Source: an optimization exercise on an open RTL-to-GDS flow (aim: small area, a short achievable clock period and few clock cycles). Production flows keep margins and buffers that such runs may drop.
Where RTL was checked, it was by simulation tests only, not by an equivalence proof against the original.

## HLSM34
module HLSM34 (Clk, Rst, Start, Done, a, b, c, d, zero, z);
Size: about 270 flip-flops, roughly 390 I/O pins.
clock: 300.0 ns
lec_check: 0
cap_margin: 10
core_margin: 2
core_utilization: 60
cts_cluster_diameter: 100
cts_cluster_size: 24
place_density: 0.75
setup_slack_margin: 5
slew_margin: 10
synth_hierarchical: 1
synth_minimum_keep_size: 0
standard.sh (not shown) runs the stock make flow with config.mk's settings and CLKGATE_MAP_FILE= SYNTH_SCRIPT=/design/flow/synth_recipe.tcl, a recipe that flattens the netlist after the stock synthesis.
==> flow/flow/run.sh <==
#!/bin/bash
# Layout flow: the standard flow, except that synthesis
#  - maps the logic with an area-oriented ABC script (flow/abc_area.script)
#    instead of ORFS's delay-oriented one, and
#  - extracts only full adders (extract_fa -fa); half adders are left to ABC;
# everything else in synthesis (registers included) is unchanged; and the
# port buffers are buf_1 cells.  Each step's full output goes to its own log
# file in this folder.
set -euo pipefail
rm -rf scripts
mkdir scripts
cp -r "$FLOW_HOME/scripts/." scripts/
cp flow/abc_area.script scripts/abc_speed.script
sed -i 's/extract_fa {\*}\[dont_use_extract_fa_args\]/extract_fa -fa/' scripts/synth.tcl
grep -q '^ *extract_fa -fa$' scripts/synth.tcl
bash standard.sh SCRIPTS_DIR="$PWD/scripts" synth > synth.log 2>&1
bash standard.sh "BUFFER_PORTS_ARGS=-buffer_cell sky130_fd_sc_hd__buf_1" finish > layout.log 2>&1
==> flow/flow/abc_area.script <==
&get -n
&st
&dch
&nf -a
&put
buffer -c
topo
stime -c
upsize -c
dnsize -c
&get -n
&st
&dch
&nf -a
&put
buffer -c
topo
stime -c
upsize -c
dnsize -c
&get -n
&st
&dch
&nf -a
&put
buffer -c
topo
stime -c
upsize -c
dnsize -c
Next try:
--- a/flow/design.v
+++ b/flow/design.v
@@ -164,43 +164,45 @@
 	wire [SW-1:0] sa = last ? shc : {SW{1'b0}};
 	wire [QW-1:0] Qr = Qn >> sa;
 	wire [QW-1:0] Qs = {Qn[QW-1:64], Qr[63:0]};
 	wire [2*M-1:0] lowmask = ~({2*M{1'b1}} << shc);
 	wire          lowz = ~|(V & lowmask);
 	wire          eq  = wzero & lowz & ok & ~Qh[HW-1];    
 	wire skip = first & ~ph & ~(okc & tzok);  
 	wire tocd = ~ph & (skip | (last & ~eq));
 	wire early = (|zero[63:60]) & ~(|b[63:60]);
-	wire [7:0] ldg;
+	wire [7:0] s_c, s_i, s_r;
 	genvar gi;
 	generate
 		for (gi = 0; gi < 8; gi = gi + 1) begin : ldsel
-			ld_sel u_ld (.zhi(zero[63:60]), .bhi(b[63:60]), .busy(busy), .tocd(tocd), .ldcd(ldg[gi]));
-		end
-	endgenerate
-	wire [66:0] ldw;                         
-	wire [63:0] ldb;
-	generate
-		for (gi = 0; gi < 67; gi = gi + 1) begin : ldw_b
-			assign ldw[gi] = ldg[gi / 17];
-		end
-		for (gi = 0; gi < 64; gi = gi + 1) begin : ldb_b
-			assign ldb[gi] = ldg[4 + gi / 16];
-		end
-	endgenerate
-	wire [66:0] ws_n = busy ? rs[M] : {3'b000, a};
-	wire [66:0] wc_n = busy ? rc[M] : {3'b111, ~zero};
-	wire [63:0] B_n  = busy ? Bn : b;
+			ld_sel u_ld (.zhi(zero[63:60]), .bhi(b[63:60]), .busy(busy), .tocd(tocd),
+				.sc(s_c[gi]), .si(s_i[gi]), .sr(s_r[gi]));
+		end
+	endgenerate
+	wire [66:0] wsc, wsi, wsr;                
+	wire [63:0] bsc, bsi, bsr;                
+	generate
+		for (gi = 0; gi < 67; gi = gi + 1) begin : wsel
+			assign wsc[gi] = s_c[gi / 17];
+			assign wsi[gi] = s_i[gi / 17];
+			assign wsr[gi] = s_r[gi / 17];
+		end
+		for (gi = 0; gi < 64; gi = gi + 1) begin : bsel
+			assign bsc[gi] = s_c[4 + gi / 16];
+			assign bsi[gi] = s_i[4 + gi / 16];
+			assign bsr[gi] = s_r[4 + gi / 16];
+		end
+	endgenerate
 	always @(posedge Clk) begin
 		Q <= Qs;
-		ws <= (ldw & {3'b000, c}) | (~ldw & ws_n);
-		wc <= ~ldw & wc_n;
-		B  <= (ldb & d) | (~ldb & B_n);
+		ws <= (wsc & {3'b000, c}) | (wsi & {3'b000, a}) | (wsr & rs[M]);
+		wc <= (wsi & {3'b111, ~zero}) | (wsr & rc[M]);
+		B  <= (bsc & d) | (bsi & b) | (bsr & Bn);
 		first <= !busy || tocd;
 		cnt   <= cur - 1'b1;
 		shr   <= shc;
 		okr   <= ok;
 	end
 	always @(posedge Clk) begin
 		if (Rst) begin
 			busy <= 0; ph <= 0; Done <= 0;
 		end else begin
@@ -215,15 +217,18 @@
 		end
 	end
 endmodule
 module csa65 (x, y, t, s, c);
 	input  [64:0] x, y, t;
 	output [64:0] s, c;
 	assign s = x ^ y ^ t;
 	assign c = (x & y) | (x & t) | (y & t);
 endmodule
-module ld_sel (zhi, bhi, busy, tocd, ldcd);
+module ld_sel (zhi, bhi, busy, tocd, sc, si, sr);
 	input  [3:0] zhi, bhi;
 	input        busy, tocd;
-	output       ldcd;
-	assign ldcd = busy ? tocd : ((|zhi) & ~(|bhi));
+	output       sc, si, sr;
+	wire early = (|zhi) & ~(|bhi);
+	assign sc = busy ? tocd : early;
+	assign si = ~busy & ~early;
+	assign sr = busy & ~tocd;
 endmodule
What happened:
- die area came out lower slightly
- worst setup slack is worse by 0.53 ns
- area after synthesis fell slightly
- wire length rises by a few percent
- via count goes up slightly
- hold slack is better by 0.024 ns
- final area drops slightly
- clock-buffer cell count rises by 1
- core utilization increases by 0.55 points
- final cell count shrinks slightly
Testbench counts after the change, summed over its fixed seeds: cycles 33,977.
For the first run of this note, only the layout was checked, not whether the RTL still works.

---

The RTL this note starts from:
==> flow/design.v <==
`timescale 1ns / 1ns
module HLSM34 (Clk, Rst, Start, Done, a, b, c, d, zero, z);
	input Clk, Rst, Start;
	output reg Done;
	input [63:0] a;
	input [63:0] b;
	input [63:0] c;
	input [63:0] d;
	input [63:0] zero;
	output [63:0] z;
	localparam M  = 8;               
	localparam QW = 64 + 2*M;        
	localparam CW = 3;  
	localparam SW = 4;     
	reg          busy;               
	reg          ph;                 
	reg          first;              
	reg          okr;                
	reg [CW-1:0] cnt;                
	reg [SW-1:0] shr;                
	reg [67:0]   ws, wc;             
	reg [63:0]   B;                  
	reg [QW-1:0] Q;                  
	assign z = Q[63:0];
	reg [63:0] Bn;
	reg [5:0]  s;
	integer l;
	always @(*) begin
		Bn = B;
		for (l = 5; l >= 0; l = l - 1) begin
			s[l] = ~|(Bn >> (64 - (1 << l)));
			if (s[l]) Bn = Bn << (1 << l);
		end
	end
	wire [6:0]    nmin = ({1'b0, s} + 7'd3) >> 1;                 
	wire [CW-1:0] cf   = (nmin + M - 1) / M;               
	wire [7:0]    shf  = 2 * M * cf - 2 - s;
	wire [CW-1:0] cur  = first ? cf - 1'b1 : cnt;
	wire [SW-1:0] shc  = first ? shf[SW-1:0] : shr;
	wire          last = (cur == 0);
	reg lt2;
	integer k;
	always @(*) begin
		lt2 = 1'b0;
		for (k = 1; k <= 64; k = k + 1)
			lt2 = (B[k-1] & wc[k]) | (B[k-1] & lt2) | (wc[k] & lt2);
	end
	wire okc = lt2;
	reg [7:0] tzm;                           
	integer kz;
	always @(*) begin
		tzm[0] = ~B[0];
		for (kz = 1; kz < 8; kz = kz + 1) tzm[kz] = tzm[kz-1] & ~B[kz];
	end
	wire tzok = ~|((ws[8:1] ^ ~wc[8:1]) & tzm);
	wire ok  = first ? okc : okr;
	wire [69:0] D1 = {3'b000, Bn, 3'b000};    
	wire [69:0] D2 = {2'b00, Bn, 4'b0000};    
	wire [2:0]  dh = Bn[62:60];
	wire [67:0] rs [0:M];
	wire [67:0] rc [0:M];
	wire [2*M-1:0] P, N;
	assign rs[0] = ws;
	assign rc[0] = wc;
	genvar i;
	generate
		for (i = 0; i < M; i = i + 1) begin : stage
			wire [69:0] ys = {rs[i], 2'b00};
			wire [69:0] yc = {rc[i], 2'b00};
			wire signed [6:0] est = ys[69:63] + yc[69:63];
			reg signed [6:0] m2, m1, m0, mn1;
			always @(*) begin
				case (dh)
					3'd0: begin m2 = 12; m1 = 4; m0 = -5; mn1 = -13; end
					3'd1: begin m2 = 14; m1 = 4; m0 = -5; mn1 = -15; end
					3'd2: begin m2 = 15; m1 = 4; m0 = -5; mn1 = -16; end
					3'd3: begin m2 = 16; m1 = 4; m0 = -5; mn1 = -17; end
					3'd4: begin m2 = 18; m1 = 6; m0 = -7; mn1 = -19; end
					3'd5: begin m2 = 19; m1 = 6; m0 = -7; mn1 = -20; end
					3'd6: begin m2 = 20; m1 = 6; m0 = -7; mn1 = -21; end
					default: begin m2 = 22; m1 = 6; m0 = -7; mn1 = -23; end
				endcase
			end
			wire g2  = est >= m2;
			wire g1  = est >= m1;
			wire g0  = est >= m0;
			wire gn1 = est >= mn1;
			wire pos = g1;                   
			wire neg = ~g0;                  
			wire two = g2 | ~gn1;            
			wire one = (g1 & ~g2) | (gn1 & ~g0);
			wire [69:0] mq = ({70{one}} & D1) | ({70{two}} & D2);
			wire [69:0] t  = mq ^ {70{pos}};
			wire [67:0] sm, cr;
			csa68 u_csa (.x(ys[67:0]), .y(yc[67:0]), .t(t[67:0]), .s(sm), .c(cr));
			assign rs[i+1] = sm;
			assign rc[i+1] = {cr[66:0], pos};
			assign P[2*(M-1-i) +: 2] = {pos & two, pos & one};
			assign N[2*(M-1-i) +: 2] = {neg & two, neg & one};
		end
	endgenerate
	wire [67:0] fs = rs[M];
	wire [67:0] fc = rc[M];
	wire [67:0] fg = fs & fc;
	wire [67:0] fp = fs | fc;
	wire [67:0] fx = fs ^ fc;
	reg  [66:0] G, Pp, Gn, Pn;
	integer lv, jj;
	always @(*) begin
		G = fg[66:0]; Pp = fp[66:0];
		for (lv = 0; lv < 7; lv = lv + 1) begin
			Gn = G; Pn = Pp;
			for (jj = 0; jj < 67; jj = jj + 1)
				if (jj >= (1 << lv)) begin
					Gn[jj] = G[jj] | (Pp[jj] & G[jj - (1 << lv)]);
					Pn[jj] = Pp[jj] & Pp[jj - (1 << lv)];
				end
			G = Gn; Pp = Pn;
		end
	end
	wire        wneg  = fx[67] ^ G[66];
	wire        wzero = ~|(fx ^ {fp[66:0], 1'b0});
	wire          corr = last & wneg;
	wire [M-1:0] dnz, dng;                   
	genvar di;
	generate
		for (di = 0; di < M; di = di + 1) begin : dig
			assign dnz[di] = |P[2*(M-1-di) +: 2] | |N[2*(M-1-di) +: 2];
			assign dng[di] = |N[2*(M-1-di) +: 2];
		end
	endgenerate
	reg [M:0]     bw;                        
	reg [M-1:0]   hv, hs;                    
	reg [2*M-1:0] V;
	integer kk;
	always @(*) begin
		hv[M-1] = 1'b0; hs[M-1] = 1'b0;
		hv[M-2] = 1'b0; hs[M-2] = 1'b0;
		for (kk = M - 3; kk >= 0; kk = kk - 1) begin
			hv[kk] = hv[kk+1] | dnz[kk+1];
			hs[kk] = dnz[kk+1] ? dng[kk+1] : hs[kk+1];
		end
		bw[M]   = corr;
		bw[M-1] = corr;
		bw[M-2] = dnz[M-1] ? dng[M-1] : corr;
		for (kk = M - 3; kk >= 0; kk = kk - 1)
			bw[kk] = hv[kk] ? hs[kk] : bw[M-2];
		for (kk = 0; kk < M; kk = kk + 1)
			V[2*(M-1-kk) +: 2] = P[2*(M-1-kk) +: 2] - N[2*(M-1-kk) +: 2] - bw[kk];
	end
	wire vneg = dnz[0] ? dng[0] : bw[0];
	localparam HW = QW - 2*M;
	wire [HW-1:0] Qb = Q[HW-1:0] & {HW{~first}};
	reg  [HW:0]   az;                        
	integer jz;
	always @(*) begin
		az[0] = 1'b1;
		for (jz = 0; jz < HW; jz = jz + 1)
			az[jz+1] = az[jz] & ~Qb[jz];
	end
	wire [HW-1:0] Qh = Qb ^ ({HW{vneg}} & az[HW-1:0]);
	wire [QW-1:0] Qn = {Qh, V};
	wire [SW-1:0] sa = last ? shc : {SW{1'b0}};
	wire [QW-1:0] Qr = Qn >> sa;
	wire [QW-1:0] Qs = {Qn[QW-1:64], Qr[63:0]};
	wire [2*M-1:0] lowmask = ~({2*M{1'b1}} << shc);
	wire          lowz = ~|(V & lowmask);
	wire          eq  = wzero & lowz & ok & ~Qh[HW-1];    
	wire skip = first & ~ph & ~(okc & tzok);  
	wire tocd = ~ph & (skip | (last & ~eq));
	wire early = (|zero[63:60]) & ~(|b[63:60]);
	wire [7:0] ldg;
	genvar gi;
	generate
		for (gi = 0; gi < 8; gi = gi + 1) begin : ldsel
			ld_sel u_ld (.zhi(zero[63:60]), .bhi(b[63:60]), .busy(busy), .tocd(tocd), .ldcd(ldg[gi]));
		end
	endgenerate
	wire [67:0] ldw;                         
	wire [63:0] ldb;
	generate
		for (gi = 0; gi < 68; gi = gi + 1) begin : ldw_b
			assign ldw[gi] = ldg[gi / 17];
		end
		for (gi = 0; gi < 64; gi = gi + 1) begin : ldb_b
			assign ldb[gi] = ldg[4 + gi / 16];
		end
	endgenerate
	wire [67:0] ws_n = busy ? rs[M] : {3'b000, a, 1'b1};
	wire [67:0] wc_n = busy ? rc[M] : {3'b111, ~zero, 1'b1};
	wire [63:0] B_n  = busy ? Bn : b;
	always @(posedge Clk) begin
		Q <= Qs;
		ws <= (ldw & {3'b000, c, 1'b0}) | (~ldw & ws_n);
		wc <= ~ldw & wc_n;
		B  <= (ldb & d) | (~ldb & B_n);
		first <= !busy || tocd;
		cnt   <= cur - 1'b1;
		shr   <= shc;
		okr   <= ok;
	end
	always @(posedge Clk) begin
		if (Rst) begin
			busy <= 0; ph <= 0; Done <= 0;
		end else begin
			Done <= 0;
			if (!busy) begin
				if (Start) begin busy <= 1; ph <= early; end
			end else if (tocd) begin
				ph <= 1;
			end else if (last) begin
				busy <= 0; Done <= 1;
			end
		end
	end
endmodule
module csa68 (x, y, t, s, c);
	input  [67:0] x, y, t;
	output [67:0] s, c;
	assign s = x ^ y ^ t;
	assign c = (x & y) | (x & t) | (y & t);
endmodule
module ld_sel (zhi, bhi, busy, tocd, ldcd);
	input  [3:0] zhi, bhi;
	input        busy, tocd;
	output       ldcd;
	assign ldcd = busy ? tocd : ((|zhi) & ~(|bhi));
endmodule
==> flow/config.mk <==
export PLATFORM = sky130hd
export DESIGN_NAME = HLSM34
export DESIGN_NICKNAME = HLSM34
export VERILOG_FILES = /design/flow/design.v
export SDC_FILE = /design/flow/constraint.sdc
export NUM_CORES = 8
export LEC_CHECK = 0
export CAP_MARGIN = 20
export CORE_MARGIN = 2
export CORE_UTILIZATION = 55
export SETUP_SLACK_MARGIN = 5
export SLEW_MARGIN = 20
export SYNTH_HIERARCHICAL = 1
export SYNTH_MINIMUM_KEEP_SIZE = 0
==> flow/constraint.sdc <==
create_clock -name core_clock -period 300.0 [get_ports {Clk}]
set_input_delay 60.0000 -clock core_clock [delete_from_list [all_inputs] [get_ports {Clk}]]
set_output_delay 60.0000 -clock core_clock [all_outputs]
set_load 0.01 [all_outputs]
==> flow/flow/abc_area.script <==
&get -n
&st
&dch
&nf -a
&put
buffer -c
topo
stime -c
upsize -c
dnsize -c
&get -n
&st
&dch
&nf -a
&put
buffer -c
topo
stime -c
upsize -c
dnsize -c
Scripts as last shown in full above: flow/flow/run.sh
Testbench counts at the start, summed over its fixed seeds: cycles 33,977.
Edit:
--- a/flow/design.v
+++ b/flow/design.v
@@ -67,24 +67,24 @@
 		for (i = 0; i < M; i = i + 1) begin : stage
 			wire [69:0] ys = {rs[i], 2'b00};
 			wire [69:0] yc = {rc[i], 2'b00};
 			wire signed [6:0] est = ys[69:63] + yc[69:63];
-			reg signed [6:0] m2, m1, m0, mn1;
+			reg signed [6:0] m2, mn1;
 			always @(*) begin
 				case (dh)
-					3'd0: begin m2 = 12; m1 = 4; m0 = -5; mn1 = -13; end
-					3'd1: begin m2 = 14; m1 = 4; m0 = -5; mn1 = -15; end
-					3'd2: begin m2 = 15; m1 = 4; m0 = -5; mn1 = -16; end
-					3'd3: begin m2 = 16; m1 = 4; m0 = -5; mn1 = -17; end
-					3'd4: begin m2 = 18; m1 = 6; m0 = -7; mn1 = -19; end
-					3'd5: begin m2 = 19; m1 = 6; m0 = -7; mn1 = -20; end
-					3'd6: begin m2 = 20; m1 = 6; m0 = -7; mn1 = -21; end
-					default: begin m2 = 22; m1 = 6; m0 = -7; mn1 = -23; end
+					3'd0: begin m2 = 12; mn1 = -13; end
+					3'd1: begin m2 = 14; mn1 = -15; end
+					3'd2: begin m2 = 15; mn1 = -16; end
+					3'd3: begin m2 = 16; mn1 = -17; end
+					3'd4: begin m2 = 18; mn1 = -19; end
+					3'd5: begin m2 = 20; mn1 = -20; end
+					3'd6: begin m2 = 20; mn1 = -21; end
+					default: begin m2 = 22; mn1 = -23; end
 				endcase
 			end
 			wire g2  = est >= m2;
-			wire g1  = est >= m1;
-			wire g0  = est >= m0;
+			wire g1  = dh[2] ? (est >= 6) : (est >= 4);
+			wire g0  = dh[2] ? (est >= -8) : (est >= -5);
 			wire gn1 = est >= mn1;
 			wire pos = g1;                   
 			wire neg = ~g0;                  
 			wire two = g2 | ~gn1;            
Effect: Routed wire length fell by 1.0%; core utilization came out lower by 0.10 points; clock-buffer cell count is lower by 8; worst setup slack improves by 0.045 ns; critical path depth is lower by 1; first-iteration DRC count is lower by 7.1%; cell area hardly moves; synthesized area hardly moves; final cell count barely changes.
Testbench counts after the change, summed over its fixed seeds: cycles 33,977.

-- what the ideal ports hide --
No port has a modelled driver above. Below, the same layouts with a new extraction and two added sets of constraints.
Step 1 sets driving cells, clkbuf_16 on the clock port and buf_2 on the other inputs (assumed; they add their load-dependent delay and slew).
Step 2 moves the port delays by t, midway between the first and last clock arrival at a register: inputs arrive t later, outputs are due t later. That takes back most of the time a late clock gives input paths.
a / b / c = ideal ports / drivers / drivers and shift; a / b = the first two.
run	shift t [ns]	setup slack, ns	worst setup path at the end	worst data-port slew with drivers (ns)	cell pins on the clock port's net
the first run of note 1	0.656	238.197 / 238.249 / 237.593	input to register	0.10	1
the second run of note 1	0.641	237.663 / 237.705 / 237.064	input to register	0.09	1
the first run of note 2	0.673	238.515 / 238.570 / 237.898	input to register	0.11	1
the second run of note 2	0.653	238.560 / 238.610 / 237.957	input to register	0.11	1
After both steps setup and hold are still met in every run listed. For the first run of note 2, which loses most, drivers alone change the setup slack by +0.055 ns; drivers and shift together by -0.617 ns.
